Source: an optimization exercise on an open RTL-to-GDS flow (aim: small area and a short achievable clock period). Production flows keep margins and buffers that such runs may drop. Function was checked by simulation only, so behaviour that the tests miss may differ from the original. No activity file was given, so power comes from the tool's default toggle rates. The clock port is modelled as an ideal driver; clocking choices that lean on that would not hold on a real chip.

lane 1:
==> flow/design.v (excerpt) <==
module FPGA (
	input clk,
	input rst,
	input start,
	output wire TX,
	output reg found_smth,
	output wire startedmod,
	output wire [29:0] found_mods
);
For scale: ~2600 flip-flops, about 36 I/O pins, roughly 0.10 mm² of cells after synthesis.
export LEC_CHECK = 0
export CAP_MARGIN = 20
export CORE_MARGIN = 2
export CORE_UTILIZATION = 55
export CTS_BUF_LIST = sky130_fd_sc_hd__clkbuf_16
export CTS_CLUSTER_DIAMETER = 120
export CTS_CLUSTER_SIZE = 28
export PLACE_DENSITY = 0.66
export SETUP_SLACK_MARGIN = 5
export SLEW_MARGIN = 20
create_clock -name core_clock -period 8.0 [get_ports {clk}]
standard.sh (not shown) runs the stock make flow with config.mk's settings and CLKGATE_MAP_FILE= SYNTH_SCRIPT=/design/flow/synth_recipe.tcl, a recipe that flattens the netlist after the stock synthesis.
==> flow/flow/run.sh <==
#!/bin/bash
set -e
R=orfs/results/sky130hd/FPGA/base
bash standard.sh SETUP_SLACK_MARGIN=5.2 place > standard_place.log 2>&1
IN_ODB=$R/3_place.odb OUT_ODB=$R/3_place_moved.odb openroad -no_init -exit flow/move_out.tcl > move_out.log 2>&1
cp $R/3_place_moved.odb $R/3_place.odb
bash standard.sh SETUP_SLACK_MARGIN=5.2 finish > standard.log 2>&1
==> flow/flow/move_out.tcl <==
# Move each output port's driving flip-flop next to the port's output buffer,
# then legalize. Inputs: IN_ODB, OUT_ODB env vars.
read_db $::env(IN_ODB)
set block [ord::get_db_block]
set moved 0
foreach bt [$block getBTerms] {
  if {[$bt getIoType] ne "OUTPUT"} continue
  set net [$bt getNet]
  set buf ""
  foreach it [$net getITerms] { if {[$it isOutputSignal]} { set buf [$it getInst] } }
  if {$buf eq ""} continue
  set ff ""
  foreach it [$buf getITerms] {
    if {[$it isInputSignal]} {
      set n2 [$it getNet]
      if {$n2 eq "NULL"} continue
      foreach it2 [$n2 getITerms] {
        if {[$it2 isOutputSignal] && [string match "*df*" [[[$it2 getInst] getMaster] getName]]} { set ff [$it2 getInst] }
      }
    }
  }
  if {$ff eq ""} { puts "no flop for [$bt getName]"; continue }
  # the port's pin position, pulled inside the core area
  set pb [$bt getBBox]
  set px [expr {([$pb xMin] + [$pb xMax]) / 2}]
  set py [expr {([$pb yMin] + [$pb yMax]) / 2}]
  set core [$block getCoreArea]
  set m 3000
  set px [expr {max([$core xMin] + $m, min([$core xMax] - 3*$m, $px))}]
  set py [expr {max([$core yMin] + $m, min([$core yMax] - 3*$m, $py))}]
  set bb [$buf getBBox]
  set fb [$ff getBBox]
  set d [expr {abs($px-[$fb xMin]) + abs($py-[$fb yMin])}]
  puts "MOVE [$bt getName] [$ff getName] dist_um [expr {$d/1000.0}]"
  $buf setLocation $px $py
  # flop just inside of the buffer, towards the core centre
  set cx [expr {([$core xMin] + [$core xMax]) / 2}]
  set cy [expr {([$core yMin] + [$core yMax]) / 2}]
  set dx [expr {$cx > $px ? 6000 : -6000}]
  set dy [expr {$cy > $py ? 3000 : -3000}]
  if {abs($cx - $px) > abs($cy - $py)} { set dy 0 } else { set dx 0 }
  $ff setLocation [expr {$px + $dx}] [expr {$py + $dy}]
  incr moved
}
puts "moved $moved"
detailed_placement
check_placement -verbose
write_db $::env(OUT_ODB)
Inputs modified between lane 1 and lane 2:
-- flow/flow/run.sh --
<<< lane 1, line 4
bash standard.sh SETUP_SLACK_MARGIN=5.2 place > standard_place.log 2>&1
>>> lane 2, line 4
bash standard.sh SETUP_SLACK_MARGIN=5.15 place > standard_place.log 2>&1
<<< lane 1, line 7
bash standard.sh SETUP_SLACK_MARGIN=5.2 finish > standard.log 2>&1
>>> lane 2, line 7
bash standard.sh SETUP_SLACK_MARGIN=5.15 "CTS_ARGS=-sink_clustering_enable -repair_clock_nets -sink_clustering_size 28 -sink_clustering_max_diameter 120 -buf_list sky130_fd_sc_hd__clkbuf_16 -dont_use_dummy_load" finish > standard.log 2>&1
==> run notes <==
- End point of the critical path: found_mods[28] -> lane 2, startedmod -> lane 1
- Final critical-path required period, lane 1 and lane 2, higher one = lane 1.
- Looking at initial DRC count, lane 2 sits 509 below lane 1.
- In the tables for lane 1 and lane 2, critical-path maximum fanout reads lower with lane 2.
- Ratio of total power to cell area: lane 2 < lane 1
- Lane 2 ended up with fewer standard cells than lane 1.
diff inputs: lane 2 => lane 3
-- flow/flow/run.sh --
<<< lane 2, line 7
bash standard.sh SETUP_SLACK_MARGIN=5.15 "CTS_ARGS=-sink_clustering_enable -repair_clock_nets -sink_clustering_size 28 -sink_clustering_max_diameter 120 -buf_list sky130_fd_sc_hd__clkbuf_16 -dont_use_dummy_load" finish > standard.log 2>&1
>>> lane 3, line 7
bash standard.sh SETUP_SLACK_MARGIN=5.15 finish > standard.log 2>&1
## What came out
For lane 3 and lane 2, there was not a single run that failed to finish clean.
Any difference in number of global-route vias before repair between lane 2 and lane 3 is small enough to ignore.
On worst path arrival time, lane 3 and lane 2 are neck and neck.
Between lane 3 and lane 2, the final wirelength figures differ only marginally.
For the power share of the sequential group, lane 3 came in 0.6 points lower than lane 2 did.
Share of final-layout standard cells stronger than drive strength 1 delta (lane 3 -> lane 2): insignificant
Lane 3 reports its highest routed metal layer as met5 while lane 2 reports met4.
[inputs] lane 4 vs lane 3
- ABC_AREA now 1, previously not set
==> flow/flow/run.sh <==
#!/bin/bash
set -e
bash standard.sh SETUP_SLACK_MARGIN=5.25 finish > standard.log 2>&1
removed: flow/flow/move_out.tcl
## What came out
Between lane 3 and lane 4, the flow reports global-route wire length before repair increasing by more than 10%. Looking only at number of buffers inserted to repair setup after CTS, and setting everything else aside, the lower value of lane 3 and lane 4 goes to lane 3. Changes observed in lane 4 relative to lane 3: max-capacitance violation count did not really move; static leakage up about 15%; number of detailed-routing iterations run before antenna repair grew by 1. Max freq lane 3 -> lane 4: degraded. Delta (lane 4 minus lane 3): power share of the clock group has increased; critical path depth has remained practically unchanged; synthesis-to-layout area growth has increased; final design area excluding fillers has increased. The register fraction of the total cell area number comes out lower for lane 4 vs lane 3.
Modified inputs, lane 5 compared to lane 4
- ABC_AREA no longer set, was 1
- CORE_UTILIZATION now 60, was 55
- PLACE_DENSITY now 0.7, was 0.66
## What came out
- Lane 4 → lane 5: post-synth design cell area went down by 0.0016 mm²; number of non-clock buffers went down by 25; design area lost 0.0027 mm²; post-layout instance count excluding filler cells down 25%.
- Changes observed in lane 5 relative to lane 4: post-layout worst setup margin has increased; count of inverters other than clock inverters in the layout has decreased; placer's final routability congestion estimate has decreased.
- When lane 5 is set beside lane 4, its worst hold slack turns out to be 0.0063 ns larger.
- The fill cell instance count of the final layout in lane 4 is 1.3 times that in lane 5.


Setup of before:
Another version of the RTL of FPGA (not shown whole).
Size: ~8,500 cells after synthesis, ~36 I/O pins.
export LEC_CHECK = 0
export ABC_CLOCK_PERIOD_IN_PS = 3000
export CAP_MARGIN = 20
export CORE_MARGIN = 2
export CORE_UTILIZATION = 40
export CTS_BUF_LIST = sky130_fd_sc_hd__clkbuf_16
export CTS_CLUSTER_DIAMETER = 120
export CTS_CLUSTER_SIZE = 28
export SETUP_SLACK_MARGIN = 5
export SLEW_MARGIN = 20
create_clock -name core_clock -period 8.0 [get_ports {clk}]
run.sh (not shown) runs the stock make flow with config.mk's settings and CLKGATE_MAP_FILE= SYNTH_SCRIPT=/design/flow/synth_recipe.tcl, a recipe that flattens the netlist after the stock synthesis.
Stock flow here: none of the scripts above is used.
Edits applied to the flow inputs when going from before to after:
- a change of CORE_UTILIZATION from 40 to 55
- an added PLACE_DENSITY of 0.66
- a deleted ABC_CLOCK_PERIOD_IN_PS that had been 3000
==> run notes <==
Wire length: after < before
after vs before: maximum net fanout on the critical path down in after
Cell area | after vs before | after smaller
Higher combinational power was reported by before, not after.


Setup of the reference run:
Another version of the RTL of FPGA (not shown whole).
Size: about 8,500 cells after synthesis, ~2,700 flip-flops, about 36 I/O pins, about 100,000 um2 of cells after synthesis.
clock: 8.0 ns
lec_check: 0
cap_margin: 20
core_margin: 2
core_utilization: 40
cts_buf_list: sky130_fd_sc_hd__clkbuf_16
cts_cluster_diameter: 120
cts_cluster_size: 28
setup_slack_margin: 5
slew_margin: 20
### the reference run -> the trial run
- CTS_BUF_LIST no longer set, was sky130_fd_sc_hd__clkbuf_16
- CTS_CLUSTER_DIAMETER now 100, was 120
- CTS_CLUSTER_SIZE now 24, was 28
==> run notes <==
No stage failed in the trial run, and the final checks on the layout all came back clean.
The trial run vs. the reference run: final standard cell utilization of the core went up by 0.41 points.
From the reference run to the trial run the numbers moved as follows: cell area grew by 0.95%, growth of design area from synthesis to finish went up, wire length of the first global-routing pass went up by about 0.64%.
Comparing the trial run with the reference run, the maximum frequency came out essentially unchanged.
Looking at top layer used by detailed routing, the met4 result is from the reference run; the met5 one comes from the trial run.
In terms of fraction of the cycle the final worst path needs, the reference run and the trial run differ only marginally.
Detailed route, the trial run vs the reference run: via total higher for the trial run
The trial run ends up with a share of total power in the clock network that is 3.5 points higher than in the reference run.
Cmp the trial run and the reference run / clock period minus worst slack / lower: the trial run
In the trial run, power share of the combinational group is lower than in the reference run.
On worst hold slack, the lower figure sits with the reference run, not the trial run.


Starting RTL as in the previous note.
==> flow/config.mk <==
export PLATFORM = sky130hd
export DESIGN_NAME = FPGA
export DESIGN_NICKNAME = FPGA
export VERILOG_FILES = /design/flow/design.v
export SDC_FILE = /design/flow/constraint.sdc
export NUM_CORES = 8
export LEC_CHECK = 0
export CAP_MARGIN = 20
export CORE_MARGIN = 2
export CORE_UTILIZATION = 40
export CTS_BUF_LIST = sky130_fd_sc_hd__clkbuf_16
export CTS_CLUSTER_DIAMETER = 120
export CTS_CLUSTER_SIZE = 28
export PLACE_DENSITY = 0.7
export SETUP_SLACK_MARGIN = 5
export SLEW_MARGIN = 20
==> flow/constraint.sdc <==
create_clock -name core_clock -period 8.0 [get_ports {clk}]
set_input_delay 1.6000 -clock core_clock [delete_from_list [all_inputs] [get_ports {clk}]]
set_output_delay 1.6000 -clock core_clock [all_outputs]
set_load 0.01 [all_outputs]
Edit:
Settings changed: CTS_BUF_LIST sky130_fd_sc_hd__clkbuf_16 to default, CTS_CLUSTER_DIAMETER 120 to 90, CTS_CLUSTER_SIZE 28 to 30, PLACE_DENSITY 0.7 to default.
Effect: Design area is higher by 0.97%. Routed wire length went up by about 3%. Core utilization rose by 0.42 points.


north:
Another version of the RTL of FPGA (not shown whole).
Size in the first run: roughly 8200 cells after synthesis, about 36 I/O pins, roughly 0.10 mm^2 of cells after synthesis.
Design FPGA, start of the top module:
module FPGA (
	input clk,
	input rst,
	input start,
	output wire TX,
	output reg found_smth,
	output wire startedmod,
	output wire [29:0] found_mods
);
make LEC_CHECK=0 CAP_MARGIN=20 CORE_MARGIN=2 CORE_UTILIZATION=55 CTS_BUF_LIST=sky130_fd_sc_hd__clkbuf_16 CTS_CLUSTER_DIAMETER=100 CTS_CLUSTER_SIZE=24 PLACE_DENSITY=0.66 SETUP_SLACK_MARGIN=5 SLEW_MARGIN=20 finish   # period 8.0 ns
--- input diff north..south ---
Settings: a change of CTS_CLUSTER_DIAMETER from 100 to 120; a change of CTS_CLUSTER_SIZE from 24 to 28.
==> flow/flow/run.sh (new file) <==
#!/bin/bash
set -e
bash standard.sh SETUP_SLACK_MARGIN=5.1 finish > standard.log 2>&1
==> flow/standard.sh (new file) <==
#!/bin/bash
# synth_recipe.tcl (not shown) runs the flow's synth.tcl, then flattens the netlist and writes it again
# the make line also repeats each setting of config.mk as NAME=value (left out here)
make -C /OpenROAD-flow-scripts/flow DESIGN_CONFIG=/design/flow/config.mk WORK_HOME=/design/flow/orfs CLKGATE_MAP_FILE= SYNTH_SCRIPT=/design/flow/synth_recipe.tcl "${@:-finish}"
removed: flow/run.sh
## What came out
- Changes observed in south relative to north: maximum frequency has increased; total number of vias flat; global-route usage barely changed; routed wire length picked up an extra 0.32%; biggest fanout along the worst timing path increased by 1 relative to the old numbers.
- Total placed cells including tap cells: south vs north — no meaningful difference
- On total non-filler cell area in the finished layout: between north and south, it ends up lower for south.
- Port buffer count: south vs north identical
- Power down 3.3% in south wrt north
- Going from north to south, area added between synthesis and finish saw a decrease, first-pass GRT wire length roughly the same.
Inputs modified between south and east:
Settings: putting GPL_ROUTABILITY_DRIVEN at 0 where nothing was set.
==> flow/flow/run.sh <==
#!/bin/bash
set -e
bash standard.sh SETUP_SLACK_MARGIN=5.25 finish > standard.log 2>&1
Results
- Going from south to east, detailed placer's ending HPWL shrinks by 0.53%.
- Sort east and south by count of instances resized after the clock tree is built, ascending, and south comes first.
- Going from south to east, setup slack after layout barely changed, fmax roughly the same, total overflow reported by the global router roughly the same, via count did not really move.
- Comparing east with south, the hold slack came out essentially unchanged.
- east ends up with higher clock-buffer cell count than south does.


build 29:
FPGA again, from the RTL that the note above started with.
clock: 8.0 ns
lec_check: 0
cap_margin: 20
core_margin: 2
core_utilization: 55
cts_buf_list: sky130_fd_sc_hd__clkbuf_16
cts_cluster_diameter: 100
cts_cluster_size: 24
place_density: 0.66
setup_slack_margin: 5
slew_margin: 20
standard.sh (not shown) runs the stock make flow with config.mk's settings and CLKGATE_MAP_FILE= SYNTH_SCRIPT=/design/flow/synth_recipe.tcl, a recipe that flattens the netlist after the stock synthesis.
==> flow/flow/run.sh <==
#!/bin/bash
set -e
bash standard.sh SETUP_SLACK_MARGIN=5.25 finish > standard.log 2>&1
Build 29: flow completed, timing, DRC and antenna clean
Modified inputs, build 47 compared to build 29
- CTS_CLUSTER_SIZE: 24 -> 28
- CTS_CLUSTER_DIAMETER: 100 -> 120
==> flow/flow/run.sh <==
#!/bin/bash
set -e
bash standard.sh SETUP_SLACK_MARGIN=5.4 finish > standard.log 2>&1
### Flow results
Summary of build 47 over build 29: post-route cell area saw an increase; largest net degree at the start of global routing saw an increase. Looking at final core area utilization, build 47 sits 0.47 points above build 29. Power dissipated in the clock network (higher): build 29. Combinational power delta (build 47 -> build 29): insignificant. The post-detailed-route via-to-cell ratio reported for build 47 is greater than that of build 29 by 0.029. Number of buffers added for setup after CTS ends up higher on build 47. The share of power burned in registers of build 47 is higher than that of build 29. Build 47 against build 29: multi-input gate share of the layout cell area rose 0.32 points, routed wire length saw an increase.
Relative to build 47, the following input files were edited for build 11:
==> flow/flow/run.sh <==
#!/bin/bash
set -e
bash standard.sh SETUP_SLACK_MARGIN=5.18 finish > standard.log 2>&1
--- outcome ---
Cmp build 47 and build 11 / met2 demand-to-capacity share in global routing / higher: build 47. Row global-route usage: build 11 lower / build 47 higher. Across both runs, number of cells on the worst reg-to-reg path was higher for build 11 than for build 47. Changes observed in build 11 relative to build 47: via count dropped 750, last weighted congestion value of the routability-driven placer saw a decrease, post-layout total power moved down, total of fill cells in the finished design went up by 1.4%.
Input changes introduced in build 72 (baseline for comparison: build 11):
- GPL_TIMING_DRIVEN now 0, previously not set
==> flow/flow/run.sh <==
#!/bin/bash
set -e
bash standard.sh SETUP_SLACK_MARGIN=5.25 finish > standard.log 2>&1
Findings:
Build 72 vs build 11, average detailed-routed wire length per instance went up by 1.2 microns. Transition at the pin with the smallest max-transition slack ends up lower on build 72. Build 72 vs. build 11: layout overhead on the synthesized area went up by 3.0 points. In build 72, the biggest cell delay along the critical path came out 0.02 ns below the value in build 11. Comparing build 72 and build 11, the lower endpoint arrival time on the critical path is on build 11. After detailed routing, build 11 needs less wire than build 72.
Input changes introduced in build 90 (baseline for comparison: build 72):
- changing CTS_CLUSTER_DIAMETER from 120 to 110
- removing GPL_TIMING_DRIVEN (formerly 0)
- changing CTS_CLUSTER_SIZE from 28 to 26
## What came out
- Looking at cell count after placement across build 72 and build 90, the one that comes out lower is build 90.
- Build 90: total iterations of the first detailed-routing run is 1 lower than what build 72 reported.
- Global-route track usage on met2, build 72 and build 90, lower one = build 90.
- Build 90 vs. build 72: cell area went down by about 2.5%; global-route usage saw a decrease; total power rose by 0.36%.
For build 18, these inputs were changed with respect to build 90:
- CTS_CLUSTER_SIZE: 26 -> 28
- CTS_CLUSTER_DIAMETER: 110 -> 120
### Flow results
| internal power consumption | build 18 vs build 90 | about 0.65% lower |. Build 18 and build 90 ended up with nearly the same cell area. Share of the final layout cell area in multi-input gates of build 18 is on par with build 90. In terms of final non-filler cell total, build 18 and build 90 differ only marginally. Between build 90 and build 18, clock buffer instance count of the final layout decreased. In terms of proportion of power drawn by combinational gates, build 90 and build 18 differ only marginally. Changes observed in build 18 relative to build 90: critical path depth did not really move, count of final setup violators essentially unchanged.

==> re-timing with driven ports <==
The results above use ideal ports. As a check the final layouts listed here were re-extracted and re-timed, cells and wires unchanged.
Step 1: set_driving_cell puts a clkbuf_16 on clk and a buf_2 on each other input, an assumption about the parent block.
Step 2 times the ports against the registers' clock, not the clock port: input delays grow and output delays shrink by t, the midpoint of the rising clock arrivals with the driver on.
a / b / c = ideal ports / drivers / drivers and shift; a / b = the first two.
run | t (ns) | setup slack, ns | hold WS [ns] | slew at the worst register clock pin (ns) | worst slew at a driven data input, ns
lane 1 | 0.844 | 5.120 / 5.038 / 4.458 | 0.315 / 0.315 / 0.315 | 0.11 / 0.11 | 0.06
lane 2 | 0.850 | 5.136 / 5.054 / 4.496 | 0.285 / 0.285 / 0.285 | 0.11 / 0.11 | 0.07
lane 3 | 0.860 | 5.134 / 5.050 / 4.515 | 0.307 / 0.307 / 0.307 | 0.12 / 0.12 | 0.07
lane 4 | 0.889 | 5.011 / 4.921 / 4.421 | 0.300 / 0.300 / 0.300 | 0.12 / 0.12 | 0.08
lane 5 | 0.836 | 5.072 / 4.983 / 4.535 | 0.306 / 0.306 / 0.306 | 0.12 / 0.12 | 0.06
before | 0.883 | 5.013 / 4.922 / 4.323 | 0.319 / 0.319 / 0.319 | 0.12 / 0.12 | 0.05
after | 0.870 | 5.040 / 4.952 / 4.415 | 0.316 / 0.316 / 0.316 | 0.12 / 0.12 | 0.07
the reference run | 0.885 | 4.974 / 4.886 / 4.307 | 0.270 / 0.270 / 0.270 | 0.12 / 0.12 | 0.04
the trial run | 0.911 | 4.982 / 4.894 / 4.315 | 0.303 / 0.303 / 0.303 | 0.10 / 0.10 | 0.04
the first run of note 4 | 0.895 | 4.915 / 4.915 / 4.478 | 0.288 / 0.288 / 0.288 | 0.12 / 0.12 | 0.05
the second run of note 4 | 0.906 | 4.958 / 4.871 / 4.261 | 0.300 / 0.300 / 0.300 | 0.12 / 0.12 | 0.04
north | 0.896 | 5.030 / 4.945 / 4.252 | 0.314 / 0.314 / 0.314 | 0.10 / 0.10 | 0.05
south | 0.873 | 5.062 / 4.970 / 4.417 | 0.316 / 0.316 / 0.316 | 0.12 / 0.12 | 0.07
east | 0.867 | 5.063 / 4.980 / 4.547 | 0.317 / 0.317 / 0.317 | 0.12 / 0.12 | 0.09
build 29 | 0.897 | 5.042 / 4.950 / 4.550 | 0.312 / 0.312 / 0.312 | 0.11 / 0.11 | 0.08
build 47 | 0.881 | 5.040 / 4.951 / 4.654 | 0.321 / 0.321 / 0.321 | 0.11 / 0.11 | 0.05
build 11 | 0.881 | 5.037 / 4.951 / 4.472 | 0.314 / 0.314 / 0.314 | 0.12 / 0.12 | 0.07
build 72 | 0.877 | 4.949 / 4.854 / 4.431 | 0.310 / 0.310 / 0.310 | 0.12 / 0.12 | 0.11
build 90 | 0.885 | 5.042 / 4.956 / 4.534 | 0.315 / 0.315 / 0.315 | 0.11 / 0.11 | 0.08
build 18 | 0.867 | 5.063 / 4.980 / 4.547 | 0.317 / 0.317 / 0.317 | 0.12 / 0.12 | 0.09
After both steps every run listed still meets setup and hold. For north, which loses most, drivers alone change the setup slack by -0.085 ns; drivers and shift together by -0.778 ns.
